Context: an optimization exercise on an open-source flow, tuned for small area and a short achievable clock period. The choices shown serve that exercise and are no tape-out recipe. RTL that was checked went through simulation tests only; none was proved equivalent to the original. Power figures rest on the tool's default switching activity, not on a simulated workload.

## old
==> flow/design.v <==
module aish_merge #(
	parameter NB = 16
) (
	input  [8*NB-1:0] a,
	input  [8*NB-1:0] b,
	input  [8*NB-1:0] c,
	input  [NB-1:0]   sa,
	input  [NB-1:0]   sb,
	input  [NB-1:0]   sc,
	output [8*NB-1:0] y
);
	genvar j;
	generate
		for (j = 0; j < NB; j = j + 1) begin : g_byte
			assign y[8*j +: 8] = ~((a[8*j +: 8] & {8{sa[j]}}) |
			                       (b[8*j +: 8] & {8{sb[j]}}) |
			                       (c[8*j +: 8] & {8{sc[j]}}));
		end
	endgenerate
endmodule
module aish_rot #(
	parameter NB  = 16,
	parameter SH  = 1,
	parameter INV = 1,
	parameter SN  = 0
) (
	input  [8*NB-1:0] a,
	input             s,
	output [8*NB-1:0] y
);
	wire [8*NB-1:0] r = {a[8*SH-1:0], a[8*NB-1:8*SH]};
	wire [8*NB-1:0] m = (SN ? ~s : s) ? r : a;
	assign y = INV ? ~m : m;
endmodule
module aish_sort4 (
	input  [3:0] v,
	output [3:0] t
);
	assign t[0] = |v;
	assign t[1] = (v[0] & v[1]) | (v[0] & v[2]) | (v[0] & v[3]) |
	              (v[1] & v[2]) | (v[1] & v[3]) | (v[2] & v[3]);
	assign t[2] = (v[0] & v[1] & v[2]) | (v[0] & v[1] & v[3]) |
	              (v[0] & v[2] & v[3]) | (v[1] & v[2] & v[3]);
	assign t[3] = &v;
endmodule
module aish_tadd #(
	parameter N = 4
) (
	input  [N-1:0]   a,
	input  [N-1:0]   b,
	output [2*N-1:0] c
);
	wire [N:0] ae = {a, 1'b1};
	wire [N:0] be = {b, 1'b1};
	genvar m, i;
	generate
		for (m = 1; m <= 2 * N; m = m + 1) begin : g_m
			wire [N:0] term;
			for (i = 0; i <= N; i = i + 1) begin : g_i
				if (m - i >= 0 && m - i <= N)
					assign term[i] = ae[i] & be[m-i];
				else
					assign term[i] = 1'b0;
			end
			assign c[m-1] = |term;
		end
	endgenerate
endmodule
module aish_thermo16 (
	input  [15:0] x,
	output [15:0] t
);
	wire [3:0] n0, n1, n2, n3;
	wire [7:0] h0, h1;
	aish_sort4 u_n0 (.v(x[3:0]),   .t(n0));
	aish_sort4 u_n1 (.v(x[7:4]),   .t(n1));
	aish_sort4 u_n2 (.v(x[11:8]),  .t(n2));
	aish_sort4 u_n3 (.v(x[15:12]), .t(n3));
	aish_tadd #(.N(4)) u_h0 (.a(n0), .b(n1), .c(h0));
	aish_tadd #(.N(4)) u_h1 (.a(n2), .b(n3), .c(h1));
	aish_tadd #(.N(8)) u_t  (.a(h0), .b(h1), .c(t));
endmodule
module aish_rot2 #(
	parameter NB  = 16,
	parameter SH  = 1,
	parameter INV = 1
) (
	input  [8*NB-1:0] a,
	input             s_n,
	input             s_p,
	output [8*NB-1:0] y
);
	localparam HB = 4 * NB;
	wire [8*NB-1:0] r = {a[8*SH-1:0], a[8*NB-1:8*SH]};
	wire [8*NB-1:0] m = {s_p ? r[8*NB-1:HB] : a[8*NB-1:HB], ~s_n ? r[HB-1:0] : a[HB-1:0]};
	assign y = INV ? ~m : m;
endmodule
module aish_sel #(
	parameter NB = 16
) (
	input  [NB-1:0] t,
	input  [NB-1:0] h,
	input           up,
	output [NB-1:0] sa,
	output [NB-1:0] sb,
	output [NB-1:0] sc
);
	assign sa = up ? ~t : ~h;
	assign sb = {NB{up}} & t;
	assign sc = {NB{~up}} & h;
endmodule
module axi_stream_insert_header #(
	parameter DATA_WD = 128,
	parameter DATA_BYTE_WD = DATA_WD / 8
) (
	input                           clk,
	input                           rst_n,
	input                           valid_in,
	input      [DATA_WD-1 : 0]      data_in,
	input      [DATA_BYTE_WD-1 : 0] keep_in,
	input                           last_in,
	output reg                      ready_in,
	input                           valid_insert,
	input      [DATA_WD-1 : 0]      header_insert,
	input      [DATA_BYTE_WD-1 : 0] keep_insert,
	output reg                      ready_insert,
	output                          valid_out,
	output     [DATA_WD-1 : 0]      data_out,
	output     [DATA_BYTE_WD-1 : 0] keep_out,
	output                          last_out,
	input                           ready_out
);
	localparam NB = DATA_BYTE_WD;
	reg               rdy_prev;    
	reg               rdy_prev2;   
	reg [DATA_WD-1:0] data_d;      
	reg [DATA_WD-1:0] merged_n;    
	reg [4:0]         hdr_cnt;     
	reg [4:0]         keep_cnt;    
	reg [5:0]         end_cnt;     
	reg [2:0]         rot_n;       
	reg [2:0]         rot_p;       
	wire [1:0] in_c2 [0:7];
	wire [2:0] in_c4 [0:3];
	wire [3:0] in_c8 [0:1];
	genvar g;
	generate
		for (g = 0; g < 8; g = g + 1) begin : g_c2
			assign in_c2[g] = keep_in[2*g] + keep_in[2*g+1];
		end
		for (g = 0; g < 4; g = g + 1) begin : g_c4
			assign in_c4[g] = in_c2[2*g] + in_c2[2*g+1];
		end
		for (g = 0; g < 2; g = g + 1) begin : g_c8
			assign in_c8[g] = in_c4[2*g] + in_c4[2*g+1];
		end
	endgenerate
	wire [4:0] in_cnt = in_c8[0] + in_c8[1];
	wire start = ready_out & valid_insert & valid_in;
	wire up    = ready_in & ~rdy_prev;
	wire [4:0] shift;
	wire [15:0] ins_t;
	aish_thermo16 u_ins_t (.x(keep_insert), .t(ins_t));
	wire [4:0] ins_cnt;
	assign ins_cnt[4] = ins_t[15];
	assign ins_cnt[3] = ins_t[7] & ~ins_t[15];
	assign ins_cnt[2] = (ins_t[3] & ~ins_t[7]) | (ins_t[11] & ~ins_t[15]);
	assign ins_cnt[1] = (ins_t[1] & ~ins_t[3]) | (ins_t[5] & ~ins_t[7]) |
	                    (ins_t[9] & ~ins_t[11]) | (ins_t[13] & ~ins_t[15]);
	assign ins_cnt[0] = (ins_t[0] & ~ins_t[1]) | (ins_t[2] & ~ins_t[3]) |
	                    (ins_t[4] & ~ins_t[5]) | (ins_t[6] & ~ins_t[7]) |
	                    (ins_t[8] & ~ins_t[9]) | (ins_t[10] & ~ins_t[11]) |
	                    (ins_t[12] & ~ins_t[13]) | (ins_t[14] & ~ins_t[15]);
	assign shift = up ? ins_cnt : hdr_cnt;
	reg [NB-1:0] hdr_low;
	integer j;
	always @(*) begin
		for (j = 0; j < NB; j = j + 1)
			hdr_low[j] = (hdr_cnt > j);
	end
	wire [NB-1:0] sel_in, sel_hdr, sel_prev;
	aish_sel #(.NB(NB)) u_sel (
		.t(ins_t), .h(hdr_low), .up(up),
		.sa(sel_in), .sb(sel_hdr), .sc(sel_prev));
	wire [DATA_WD-1:0] merged_n_d, merged_n_d8;
	aish_merge #(.NB(NB)) u_merge (
		.a(data_in), .b(header_insert), .c(data_d),
		.sa(sel_in), .sb(sel_hdr), .sc(sel_prev), .y(merged_n_d));
	aish_rot #(.NB(NB), .SH(8), .INV(0)) u_rot3 (.a(merged_n_d), .s(shift[3]), .y(merged_n_d8));
	wire [DATA_WD-1:0] r0, r1;
	aish_rot2 #(.NB(NB), .SH(1), .INV(1)) u_rot0 (.a(merged_n), .s_n(rot_n[0]), .s_p(rot_p[0]), .y(r0));
	aish_rot2 #(.NB(NB), .SH(2), .INV(1)) u_rot1 (.a(r0),       .s_n(rot_n[1]), .s_p(rot_p[1]), .y(r1));
	aish_rot2 #(.NB(NB), .SH(4), .INV(1)) u_rot2 (.a(r1),       .s_n(rot_n[2]), .s_p(rot_p[2]), .y(data_out));
	reg [NB-1:0] last_keep;
	integer k;
	always @(*) begin
		for (k = 0; k < NB; k = k + 1)
			last_keep[k] = (end_cnt >= 2 * NB - k);
	end
	assign valid_out = rdy_prev | rdy_prev2;
	assign last_out  = rdy_prev2 & ~rdy_prev;
	assign keep_out  = rdy_prev ? {NB{1'b1}} : last_keep;
	always @(posedge clk or negedge rst_n) begin
		if (~rst_n) begin
			ready_in     <= 1'b0;
			ready_insert <= 1'b0;
			rdy_prev     <= 1'b0;
			rdy_prev2    <= 1'b0;
		end else begin
			if (last_in)
				ready_in <= 1'b0;
			else if (start)
				ready_in <= 1'b1;
			if (ready_in)
				ready_insert <= 1'b0;
			else if (start)
				ready_insert <= 1'b1;
			rdy_prev  <= ready_in;
			rdy_prev2 <= rdy_prev;
		end
	end
	always @(posedge clk) begin
		data_d   <= data_in;
		merged_n <= merged_n_d8;
		rot_n    <= ~shift[2:0];
		rot_p    <= shift[2:0];
		if (up)
			hdr_cnt <= ins_cnt;
		keep_cnt <= in_cnt;
		end_cnt  <= hdr_cnt + keep_cnt;
	end
endmodule
Settings: LEC_CHECK=0, CAP_MARGIN=20, CORE_MARGIN=2, CORE_UTILIZATION=45, CTS_CLUSTER_DIAMETER=90, CTS_CLUSTER_SIZE=24, SLEW_MARGIN=20, SYNTH_HIERARCHICAL=1; clock period 30.0 ns.
standard.sh (not shown) runs the stock make flow with config.mk's settings and CLKGATE_MAP_FILE= SYNTH_SCRIPT=/design/flow/synth_recipe.tcl, a recipe that flattens the netlist after the stock synthesis.
==> flow/flow/run.sh <==
#!/bin/bash
# Standard layout, with plain buf_1 cells as the port buffers and timing repair aiming well below the period.
set -euo pipefail
bash standard.sh 'BUFFER_PORTS_ARGS=-buffer_cell sky130_fd_sc_hd__buf_1' SETUP_SLACK_MARGIN=21 finish > make.log 2>&1
What new does differently from old at the input level:
diff --git a/flow/design.v b/flow/design.v
--- a/flow/design.v
+++ b/flow/design.v
@@ -184,15 +184,15 @@
 		.sa(sel_in), .sb(sel_hdr), .sc(sel_prev));
 	wire [DATA_WD-1:0] merged_n_d, merged_n_d8;
 	aish_merge #(.NB(NB)) u_merge (
 		.a(data_in), .b(header_insert), .c(data_d),
 		.sa(sel_in), .sb(sel_hdr), .sc(sel_prev), .y(merged_n_d));
-	aish_rot #(.NB(NB), .SH(8), .INV(0)) u_rot3 (.a(merged_n_d), .s(shift[3]), .y(merged_n_d8));
+	aish_rot #(.NB(NB), .SH(1), .INV(0)) u_rot0 (.a(merged_n_d), .s(shift[0]), .y(merged_n_d8));
 	wire [DATA_WD-1:0] r0, r1;
-	aish_rot2 #(.NB(NB), .SH(1), .INV(1)) u_rot0 (.a(merged_n), .s_n(rot_n[0]), .s_p(rot_p[0]), .y(r0));
-	aish_rot2 #(.NB(NB), .SH(2), .INV(1)) u_rot1 (.a(r0),       .s_n(rot_n[1]), .s_p(rot_p[1]), .y(r1));
-	aish_rot2 #(.NB(NB), .SH(4), .INV(1)) u_rot2 (.a(r1),       .s_n(rot_n[2]), .s_p(rot_p[2]), .y(data_out));
+	aish_rot2 #(.NB(NB), .SH(2), .INV(1)) u_rot1 (.a(merged_n), .s_n(rot_n[0]), .s_p(rot_p[0]), .y(r0));
+	aish_rot2 #(.NB(NB), .SH(4), .INV(1)) u_rot2 (.a(r0),       .s_n(rot_n[1]), .s_p(rot_p[1]), .y(r1));
+	aish_rot2 #(.NB(NB), .SH(8), .INV(1)) u_rot3 (.a(r1),       .s_n(rot_n[2]), .s_p(rot_p[2]), .y(data_out));
 	reg [NB-1:0] last_keep;
 	integer k;
 	always @(*) begin
 		for (k = 0; k < NB; k = k + 1)
 			last_keep[k] = (end_cnt >= 2 * NB - k);
@@ -220,12 +220,12 @@
 		end
 	end
 	always @(posedge clk) begin
 		data_d   <= data_in;
 		merged_n <= merged_n_d8;
-		rot_n    <= ~shift[2:0];
-		rot_p    <= shift[2:0];
+		rot_n    <= ~shift[3:1];
+		rot_p    <= shift[3:1];
 		if (up)
 			hdr_cnt <= ins_cnt;
 		keep_cnt <= in_cnt;
 		end_cnt  <= hdr_cnt + keep_cnt;
 	end
--- outcome ---
In terms of post-synthesis sequential area ratio, old and new differ only marginally.
Sequential share of layout area in new is 0.42 points lower than in old
Between old and new, the utilization is lower for old.
Against old, new reports a layout buffering overhead excluding clock cells that is higher.
Diff old -> new: final routed wirelength across all metal layers +6.2%; global-route usage now larger; number of nets in the finished design increased by 13 relative to the old numbers.
Number of multi-input logic gates across old and new: no real change.
Part of the power in combinational logic (higher): new
Only the layout flow was run in new; the RTL was not checked for function there.


// axi_stream_insert_header: RTL as listed in full above, without the edits since
clock: 30.0 ns
lec_check: 0
cap_margin: 20
core_margin: 2
core_utilization: 60
cts_cluster_diameter: 90
cts_cluster_size: 24
slew_margin: 20
synth_hierarchical: 1
==> flow/flow/run.sh <==
#!/bin/bash
# Standard layout, with plain buf_1 cells as the port buffers and timing repair aiming well below the period.
set -euo pipefail
bash standard.sh 'BUFFER_PORTS_ARGS=-buffer_cell sky130_fd_sc_hd__buf_1' SETUP_SLACK_MARGIN=21.5 finish > make.log 2>&1
The starting point finished with timing, DRC and antenna clean.
Then changed:
--- a/flow/design.v
+++ b/flow/design.v
@@ -184,15 +184,15 @@
 		.sa(sel_in), .sb(sel_hdr), .sc(sel_prev));
 	wire [DATA_WD-1:0] merged_n_d, merged_n_d8;
 	aish_merge #(.NB(NB)) u_merge (
 		.a(data_in), .b(header_insert), .c(data_d),
 		.sa(sel_in), .sb(sel_hdr), .sc(sel_prev), .y(merged_n_d));
-	aish_rot #(.NB(NB), .SH(8), .INV(0)) u_rot3 (.a(merged_n_d), .s(shift[3]), .y(merged_n_d8));
+	aish_rot #(.NB(NB), .SH(1), .INV(0)) u_rot0 (.a(merged_n_d), .s(shift[0]), .y(merged_n_d8));
 	wire [DATA_WD-1:0] r0, r1;
-	aish_rot2 #(.NB(NB), .SH(1), .INV(1)) u_rot0 (.a(merged_n), .s_n(rot_n[0]), .s_p(rot_p[0]), .y(r0));
-	aish_rot2 #(.NB(NB), .SH(2), .INV(1)) u_rot1 (.a(r0),       .s_n(rot_n[1]), .s_p(rot_p[1]), .y(r1));
-	aish_rot2 #(.NB(NB), .SH(4), .INV(1)) u_rot2 (.a(r1),       .s_n(rot_n[2]), .s_p(rot_p[2]), .y(data_out));
+	aish_rot2 #(.NB(NB), .SH(2), .INV(1)) u_rot1 (.a(merged_n), .s_n(rot_n[0]), .s_p(rot_p[0]), .y(r0));
+	aish_rot2 #(.NB(NB), .SH(4), .INV(1)) u_rot2 (.a(r0),       .s_n(rot_n[1]), .s_p(rot_p[1]), .y(r1));
+	aish_rot2 #(.NB(NB), .SH(8), .INV(1)) u_rot3 (.a(r1),       .s_n(rot_n[2]), .s_p(rot_p[2]), .y(data_out));
 	reg [NB-1:0] last_keep;
 	integer k;
 	always @(*) begin
 		for (k = 0; k < NB; k = k + 1)
 			last_keep[k] = (end_cnt >= 2 * NB - k);
@@ -220,12 +220,12 @@
 		end
 	end
 	always @(posedge clk) begin
 		data_d   <= data_in;
 		merged_n <= merged_n_d8;
-		rot_n    <= ~shift[2:0];
-		rot_p    <= shift[2:0];
+		rot_n    <= ~shift[3:1];
+		rot_p    <= shift[3:1];
 		if (up)
 			hdr_cnt <= ins_cnt;
 		keep_cnt <= in_cnt;
 		end_cnt  <= hdr_cnt + keep_cnt;
 	end
What happened: Register-to-register slack gets better by 0.07 ns. Die area stays flat. Design area came out higher by about 7%. Wire length came out higher by 13%. First-iteration DRC count went up by about 10%.
Function not checked in the second run of this note: the RTL went through the layout flow alone.

[static timing again, ports no longer ideal]
The flow's constraints put no driver on any port. The routed layouts listed below were extracted and timed again, unchanged, in two steps. Step 1: set_driving_cell puts a clkbuf_16 on clk and a buf_2 on each other input, an assumption about the parent block. Step 2 times the ports against the registers' clock, not the clock port: input delays grow and output delays shrink by t, the midpoint of the rising clock arrivals with the driver on. a / b / c = ideal / step 1 / step 2; a / b = the first two.
| run | t (ns) | setup WS [ns] | worst hold slack (ns) | worst setup path after step 2 | clock arrival spread, ns |
|---|---|---|---|---|---|
| old | 0.555 | 21.045 / 21.078 / 20.523 | 0.448 / 0.448 / 0.448 | input to register | 0.024 / 0.024 |
| new | 0.555 | 21.029 / 21.026 / 20.506 | 0.437 / 0.437 / 0.437 | input to register | 0.025 / 0.025 |
| the first run of note 2 | 0.544 | 21.377 / 21.394 / 20.850 | 0.455 / 0.455 / 0.455 | input to register | 0.037 / 0.037 |
| the second run of note 2 | 0.540 | 21.325 / 21.338 / 20.798 | 0.442 / 0.442 / 0.442 | input to register | 0.010 / 0.011 |
After both steps every run listed still meets setup and hold.
